What follows belongs to an exercise in optimizing a design on an open flow for small area, a short achievable clock period and few clock cycles; a production flow would make more cautious choices. RTL that was checked went through simulation tests only; none was proved equivalent to the original. Power and IR drop assume default switching activity.

==> flow/design.v (excerpt) <==
module md5(
    input clk,
    input reset_n,
    input done,
    input [63:0] pwd,
    output [127:0] hash_pwd,
    output en
);
Settings: LEC_CHECK=0, CAP_MARGIN=40, CORE_MARGIN=2, CORE_UTILIZATION=14, PLACE_DENSITY=0.25, SLEW_MARGIN=30; clock period 16.0 ns.
run.sh (not shown) runs the stock make flow with config.mk's settings and CLKGATE_MAP_FILE= SYNTH_SCRIPT=/design/flow/synth_recipe.tcl, a recipe that flattens the netlist after the stock synthesis.
The starting point finished clean.
Edit:
ABC_AREA = 1   (was not set)
The changed run ran to the end with no violations.
Die area rose by 4.9%.
Via count came out higher by 14%.
Cell count went up by 19%.
Edit:
==> flow/flow/run.sh (new file) <==
#!/bin/bash
# Own flow: the standard layout (standard.sh, unchanged synthesis, SDC and
# clock period), with OpenROAD's timing repair asked to leave a larger setup
# margin than the standard settings allow, so that it works on the paths that
# set the achieved period. All tool output goes to standard.log here.
set -o pipefail
MARGIN=$(cat flow/margin.txt)
bash standard.sh SETUP_SLACK_MARGIN=$MARGIN finish > standard.log 2>&1
==> flow/flow/margin.txt (new file) <==
10
==> flow/standard.sh (new file) <==
#!/bin/bash
# synth_recipe.tcl (not shown) runs the flow's synth.tcl, then flattens the netlist and writes it again
# the make line also repeats each setting of config.mk as NAME=value (left out here)
make -C /OpenROAD-flow-scripts/flow DESIGN_CONFIG=/design/flow/config.mk WORK_HOME=/design/flow/orfs CLKGATE_MAP_FILE= SYNTH_SCRIPT=/design/flow/synth_recipe.tcl "${@:-finish}"
ABC_AREA = not set   (was 1)
CORE_UTILIZATION = 40   (was 14)
PLACE_DENSITY = 0.6   (was 0.25)
removed: flow/run.sh
Via count goes down by 5.5%.
First-iteration DRC count goes up by 9.1%.
Setup slack improves by 0.48 ns.
Sequential power goes down by 4.8%.
Synthesized area goes down by 4.7%.
Clock skew goes down by 0.0039 ns.
Function was not checked in any run of this note: the RTL went through the layout flow alone.

---

md5, a different RTL version from the one above (not shown whole).
Size: ~280 flip-flops, about 200 I/O pins, ~23000 um2 of cells after synthesis.
export LEC_CHECK = 0
export ABC_AREA = 1
export CAP_MARGIN = 40
export CORE_MARGIN = 2
export CORE_UTILIZATION = 40
export PLACE_DENSITY = 0.6
export SLEW_MARGIN = 30
export TNS_END_PERCENT = 20
create_clock -name core_clock -period 16.0 [get_ports {clk}]
standard.sh (not shown) runs the stock make flow with config.mk's settings and CLKGATE_MAP_FILE= SYNTH_SCRIPT=/design/flow/synth_recipe.tcl, a recipe that flattens the netlist after the stock synthesis.
==> flow/flow/run.sh <==
#!/bin/bash
# Own flow: the standard layout (standard.sh: unchanged synthesis, SDC and
# clock period). Two settings differ from the standard ones:
#  - OpenROAD's timing repair is asked to leave a larger setup margin (in
#    flow/margin.txt) than the standard settings allow, so that it works on the
#    paths that set the achieved period;
#  - every input and output port still gets its own buffer, but a plain
#    sky130_fd_sc_hd__buf_1 instead of the delay buffer buffer_ports picks.
# All tool output goes to standard.log in this folder.
set -o pipefail
MARGIN=$(cat flow/margin.txt)
bash standard.sh SETUP_SLACK_MARGIN=$MARGIN "BUFFER_PORTS_ARGS=-buffer_cell sky130_fd_sc_hd__buf_1" finish > standard.log 2>&1
==> flow/flow/margin.txt <==
11.5
Edit:
==> flow/flow/margin.txt (replaced) <==
11
=> The new run went through all stages and came out clean; setup slack degrades by 0.15 ns; combinational power shrinks by roughly a tenth; via count drops slightly; area after synthesis does not change; design area shrinks by a few percent; register-to-register slack degrades by 0.23 ns.
Edit:
- TNS_END_PERCENT: 20 -> unset
=> The new run completed without violations. Combinational power stays flat. Design area hardly moves. Global-route usage is about the same. Die area stays the same. Register-to-register slack degrades by 0.03 ns. Sequential cell count is unchanged. First-iteration DRC count is higher by 3.1%. Clock-buffer cell count stays the same. Final cell count is about the same. Maximum frequency is lower by 0.65%. Area after synthesis is unchanged.
Edit:
==> flow/flow/margin.txt (replaced) <==
12
After rerunning:
- hold slack gets better by 0.0077 ns
- first-iteration DRC count came out lower by about 5%
- utilization came out higher by 5.6 points
- power came out higher by 6.6%
- wire length came out higher by 7.1%
- worst setup slack gets better by 0.17 ns
Function was not checked in any run of this note: the RTL went through the layout flow alone.

---

run X:
md5, a different RTL version from the one above (not shown whole).
Size in the first run: ~150 flip-flops, ~0.018 mm² of cells after synthesis.
Settings: LEC_CHECK=0, CAP_MARGIN=40, CORE_MARGIN=2, CORE_UTILIZATION=14, PLACE_DENSITY=0.25, SLEW_MARGIN=30; clock period 16.0 ns.
run.sh (not shown) runs the stock make flow with config.mk's settings and CLKGATE_MAP_FILE= SYNTH_SCRIPT=/design/flow/synth_recipe.tcl, a recipe that flattens the netlist after the stock synthesis.
Stock flow here: none of the scripts above is used.
## Diff of input files: run M against run X
Settings: a change of PLACE_DENSITY from 0.25 to 0.6; a change of CORE_UTILIZATION from 14 to 45.
==> run notes <==
In run M, the via count came out 544 above the value in run X.
Any difference in via count of the first global-routing pass between run X and run M is small enough to ignore.
In run M the power turned out about 3.6% lower than in run X.
Critical path's largest stage delay ends up lower on run X.
Die size: run M is under run X
No run of this note included a check of the RTL's function; only the layout flow was run.

---

md5, a different RTL version from the one above (not shown whole).
For scale: roughly 3000 cells after synthesis, ~20000 sq um of cells after synthesis.
Settings: LEC_CHECK=0, ABC_AREA=1, CAP_MARGIN=40, CORE_MARGIN=2, CORE_UTILIZATION=14, PLACE_DENSITY=0.25, SLEW_MARGIN=30; clock period 16.0 ns.
Edit:
==> flow/flow/run.sh (new file) <==
#!/bin/bash
# Own flow: the standard layout (standard.sh, unchanged synthesis, SDC and
# clock period), with OpenROAD's timing repair asked to leave a larger setup
# margin than the standard settings allow, so that it works on the paths that
# set the achieved period. All tool output goes to standard.log here.
set -o pipefail
MARGIN=$(cat flow/margin.txt)
bash standard.sh SETUP_SLACK_MARGIN=$MARGIN finish > standard.log 2>&1
==> flow/flow/margin.txt (new file) <==
12
==> flow/standard.sh (new file) <==
#!/bin/bash
# synth_recipe.tcl (not shown) runs the flow's synth.tcl, then flattens the netlist and writes it again
# the make line also repeats each setting of config.mk as NAME=value (left out here)
make -C /OpenROAD-flow-scripts/flow DESIGN_CONFIG=/design/flow/config.mk WORK_HOME=/design/flow/orfs CLKGATE_MAP_FILE= SYNTH_SCRIPT=/design/flow/synth_recipe.tcl "${@:-finish}"
CORE_UTILIZATION = 40   (was 14)
PLACE_DENSITY = 0.6   (was 0.25)
removed: flow/run.sh
Worst hold slack got worse by 0.055 ns. Global-route usage climbs by 25 points. Synthesized cell count stays the same. Clock power drops by 12%. Wire length drops by 4.1%.
Function was not checked in any run of this note: the RTL went through the layout flow alone.

---

Another version of the RTL of md5 (not shown whole).
Size: roughly 3200 cells after synthesis, ~200 I/O pins.
export LEC_CHECK = 0
export ABC_AREA = 1
export CAP_MARGIN = 40
export CORE_MARGIN = 2
export CORE_UTILIZATION = 40
export PLACE_DENSITY = 0.6
export SLEW_MARGIN = 30
create_clock -name core_clock -period 16.0 [get_ports {clk}]
standard.sh (not shown) runs the stock make flow with config.mk's settings and CLKGATE_MAP_FILE= SYNTH_SCRIPT=/design/flow/synth_recipe.tcl, a recipe that flattens the netlist after the stock synthesis.
==> flow/flow/run.sh <==
#!/bin/bash
# Own flow: the standard layout (standard.sh: unchanged synthesis, SDC and
# clock period). Two settings differ from the standard ones:
#  - OpenROAD's timing repair is asked to leave a larger setup margin (in
#    flow/margin.txt) than the standard settings allow, so that it works on the
#    paths that set the achieved period;
#  - every input and output port still gets its own buffer, but a plain
#    sky130_fd_sc_hd__buf_1 instead of the delay buffer buffer_ports picks.
# All tool output goes to standard.log in this folder.
set -o pipefail
MARGIN=$(cat flow/margin.txt)
bash standard.sh SETUP_SLACK_MARGIN=$MARGIN "BUFFER_PORTS_ARGS=-buffer_cell sky130_fd_sc_hd__buf_1" finish > standard.log 2>&1
==> flow/flow/margin.txt <==
11
==> next run, changes <==
==> flow/flow/run.sh (replaced) <==
#!/bin/bash
# Own flow: the standard layout (standard.sh, unchanged synthesis, SDC and
# clock period), with OpenROAD's timing repair asked to leave a larger setup
# margin than the standard settings allow, so that it works on the paths that
# set the achieved period. All tool output goes to standard.log here.
set -o pipefail
MARGIN=$(cat flow/margin.txt)
bash standard.sh SETUP_SLACK_MARGIN=$MARGIN finish > standard.log 2>&1
==> flow/flow/margin.txt (replaced) <==
10
=> The changed run went through all stages and came out clean; wire length went up by 4.2%; final area shrinks by 3.2%; non-clock buffer count went down by 76; first-iteration DRC count rises by 11%; synthesized area stays the same; via count climbs by 0.38%; die area is unchanged; core utilization decreases by 1.6 points; hold slack gets better by 0.062 ns; clock power decreases by 6.2%; sequential share of layout area came out higher by 0.51 points.
==> next run, changes <==
==> flow/flow/margin.txt (replaced) <==
11
The changed run produced a clean layout. Power climbs by roughly a tenth. Die area stays the same. Setup slack is better by 0.69 ns. Count of clock-buffer cells in the layout drops by 5. Worst hold slack gets worse by 0.045 ns. Clock skew shrinks by 0.011 ns. Critical path depth falls by 23. Cell count increases by a few percent.
No functional check of the RTL was part of any run of this note.

---

north:
md5, a different RTL version from the one above (not shown whole).
For scale: roughly 3,200 cells after synthesis, roughly 200 I/O pins, roughly 22,000 um2 of cells after synthesis.
// md5
module md5(
    input clk,
    input reset_n,
    input done,
    input [63:0] pwd,
    output [127:0] hash_pwd,
    output en
);
reg [31:0] p, b, c, d;
reg [6:0] cnt;
reg en_r;
wire job = reset_n & done;
wire [6:0] cnt_s = (cnt == 7'd68) ? cnt : cnt + 7'd1;
wire [6:0] cnt_n = job ? cnt_s : 7'd0;
reg ld, hold, zb;
reg [4:0] rf_n;    
reg [3:0] rj;      
reg [3:0] rt;      
always @(*) begin
    rf_n = 5'd0;
    if (cnt_s == 7'd1) rf_n = 5'd16;
    if (cnt_s >= 7'd2 && cnt_s <= 7'd16) rf_n = 5'd1;
    if (cnt_s >= 7'd17 && cnt_s <= 7'd32) rf_n = 5'd2;
    if (cnt_s >= 7'd33 && cnt_s <= 7'd48) rf_n = 5'd4;
    if (cnt_s >= 7'd49 && cnt_s <= 7'd64) rf_n = 5'd8;
end
always @(posedge clk) begin
    ld <= !job;
    hold <= (cnt_s == 7'd68);
    zb <= (cnt_s >= 7'd65) && (cnt_s <= 7'd67);
    rj <= 4'd0; rt <= 4'd0;
    if (job) case (cnt_s)
        7'd1: begin rj <= 4'd1; rt <= 4'd8; end
        7'd2: begin rj <= 4'd2; rt <= 4'd8; end
        7'd3: begin rj <= 4'd4; rt <= 4'd8; end
        7'd4: begin rj <= 4'd8; rt <= 4'd4; end
        7'd5: begin rj <= 4'd1; rt <= 4'd8; end
        7'd6: begin rj <= 4'd2; rt <= 4'd8; end
        7'd7: begin rj <= 4'd4; rt <= 4'd8; end
        7'd8: begin rj <= 4'd8; rt <= 4'd4; end
        7'd9: begin rj <= 4'd1; rt <= 4'd8; end
        7'd10: begin rj <= 4'd2; rt <= 4'd8; end
        7'd11: begin rj <= 4'd4; rt <= 4'd8; end
        7'd12: begin rj <= 4'd8; rt <= 4'd4; end
        7'd13: begin rj <= 4'd1; rt <= 4'd8; end
        7'd14: begin rj <= 4'd2; rt <= 4'd8; end
        7'd15: begin rj <= 4'd4; rt <= 4'd8; end
        7'd16: begin rj <= 4'd8; rt <= 4'd4; end
        7'd17: begin rj <= 4'd1; rt <= 4'd2; end
  ...
==> flow/config.mk <==
export PLATFORM = sky130hd
export DESIGN_NAME = md5
export DESIGN_NICKNAME = md5
export VERILOG_FILES = /design/flow/design.v
export SDC_FILE = /design/flow/constraint.sdc
export NUM_CORES = 4
export LEC_CHECK = 0
export ABC_AREA = 1
export CAP_MARGIN = 40
export CORE_MARGIN = 2
export CORE_UTILIZATION = 40
export PLACE_DENSITY = 0.6
export SLEW_MARGIN = 30
==> flow/constraint.sdc <==
create_clock -name core_clock -period 16.0 [get_ports {clk}]
set_input_delay 3.2000 -clock core_clock [delete_from_list [all_inputs] [get_ports {clk}]]
set_output_delay 3.2000 -clock core_clock [all_outputs]
set_load 0.01 [all_outputs]
==> flow/flow/run.sh <==
#!/bin/bash
# Own flow: the standard layout (standard.sh: unchanged synthesis, SDC and
# clock period). Two settings differ from the standard ones:
#  - OpenROAD's timing repair is asked to leave a larger setup margin (in
#    flow/margin.txt) than the standard settings allow, so that it works on the
#    paths that set the achieved period;
#  - every input and output port still gets its own buffer, but a plain
#    sky130_fd_sc_hd__buf_1 instead of the delay buffer buffer_ports picks.
# All tool output goes to standard.log in this folder.
set -o pipefail
MARGIN=$(cat flow/margin.txt)
bash standard.sh SETUP_SLACK_MARGIN=$MARGIN "BUFFER_PORTS_ARGS=-buffer_cell sky130_fd_sc_hd__buf_1" finish > standard.log 2>&1
==> flow/flow/margin.txt <==
11.5
Testbench counts of north, summed over its fixed seeds: cycles 26,872.
#### Input delta (south over north)
-- flow/config.mk --
<<< north, line 10
export CORE_MARGIN = 2
export CORE_UTILIZATION = 40
export PLACE_DENSITY = 0.6
export SLEW_MARGIN = 30
>>> south, line 10
export CORE_MARGIN = 2
export CORE_UTILIZATION = 25
export PLACE_DENSITY = 0.45
export SLEW_MARGIN = 30
Findings:
north → south: global-route usage saw a decrease, data arrival at the endpoint of the critical path moved down.
Compared to north, the routing of south uses more wire.
south vs north — largest net degree at the start of global routing dropped by more than 10%
diff inputs: south => east
==> flow/flow/margin.txt <==
11
-- flow/config.mk --
<<< south, line 10
export CORE_MARGIN = 2
export CORE_UTILIZATION = 25
export PLACE_DENSITY = 0.45
export SLEW_MARGIN = 30
>>> east, line 10
export CORE_MARGIN = 2
export CORE_UTILIZATION = 40
export PLACE_DENSITY = 0.6
export SLEW_MARGIN = 30
--- outcome ---
- Between south and east, the flow reports combinational power decreasing by more than 10%.
- south → east: end-of-flow core utilization increased 14 points; post-route worst hold slack decreased 0.0057 ns; worst-margin pin slew decreased 0.0073 ns; post-detailed-placement half-perimeter wirelength decreased 8500 um.
- Via count: east vs south down 0.76%

-- separate check: timing with driven ports --
The results above use ideal ports. As a check the final layouts listed here were re-extracted and re-timed, cells and wires unchanged.
Step 1: set_driving_cell puts a clkbuf_16 on clk and a buf_2 on each other input, an assumption about the parent block.
Step 2, shift: input delay + t, output delay - t, t = (earliest + latest rising clock arrival at the registers) / 2. This alone moves slack from input paths to output paths.
Slacks: no drivers / after step 1 / after step 2; pairs: no drivers / after step 1.
run | t, ns | setup slack, ns | worst hold slack (ns) | worst setup path at the end | slew at the worst register clock pin (ns)
the first run of note 1 | 0.562 | 7.209 / 7.209 / 7.209 | 0.560 / 0.560 / 0.560 | register to register | 0.08 / 0.08
the second run of note 1 | 0.585 | 8.661 / 8.661 / 8.661 | 0.577 / 0.577 / 0.577 | register to register | 0.09 / 0.09
the third run of note 1 | 0.543 | 9.143 / 9.143 / 9.143 | 0.526 / 0.526 / 0.526 | register to register | 0.08 / 0.08
the first run of note 2 | 0.626 | 11.355 / 11.293 / 11.426 | 0.546 / 0.546 / 0.546 | register to register | 0.06 / 0.06
the second run of note 2 | 0.627 | 11.202 / 11.201 / 11.202 | 0.543 / 0.543 / 0.543 | register to register | 0.06 / 0.06
the third run of note 2 | 0.627 | 11.170 / 11.170 / 11.170 | 0.543 / 0.543 / 0.543 | register to register | 0.06 / 0.06
the fourth run of note 2 | 0.619 | 11.336 / 11.336 / 11.336 | 0.550 / 0.550 / 0.550 | register to register | 0.06 / 0.06
run X | 0.571 | 7.931 / 7.931 / 7.439 | 0.635 / 0.635 / 0.635 | input to register | 0.09 / 0.09
run M | 0.550 | 7.925 / 7.925 / 7.925 | 0.625 / 0.625 / 0.625 | register to register | 0.08 / 0.08
the first run of note 4 | 0.663 | 9.200 / 9.207 / 8.584 | 0.581 / 0.581 / 0.581 | input to register | 0.07 / 0.07
the second run of note 4 | 0.623 | 10.294 / 10.335 / 9.712 | 0.527 / 0.527 / 0.527 | input to register | 0.07 / 0.07
the first run of note 5 | 0.669 | 11.024 / 11.024 / 11.024 | 0.496 / 0.496 / 0.496 | register to register | 0.07 / 0.07
the second run of note 5 | 0.643 | 10.306 / 10.306 / 10.306 | 0.558 / 0.558 / 0.558 | register to register | 0.06 / 0.06
the third run of note 5 | 0.624 | 10.992 / 10.933 / 11.011 | 0.513 / 0.513 / 0.513 | register to register | 0.07 / 0.07
north | 0.633 | 11.416 / 11.350 / 11.391 | 0.589 / 0.589 / 0.589 | input to register | 0.07 / 0.07
south | 0.640 | 11.444 / 11.379 / 11.537 | 0.599 / 0.599 / 0.599 | input to register | 0.07 / 0.07
east | 0.627 | 11.225 / 11.225 / 11.225 | 0.593 / 0.593 / 0.593 | register to register | 0.07 / 0.07
After both steps every run listed still meets setup and hold. The setup slack of the first run of note 4, which loses most, moves by +0.007 ns with the drivers and by -0.616 ns with both steps.
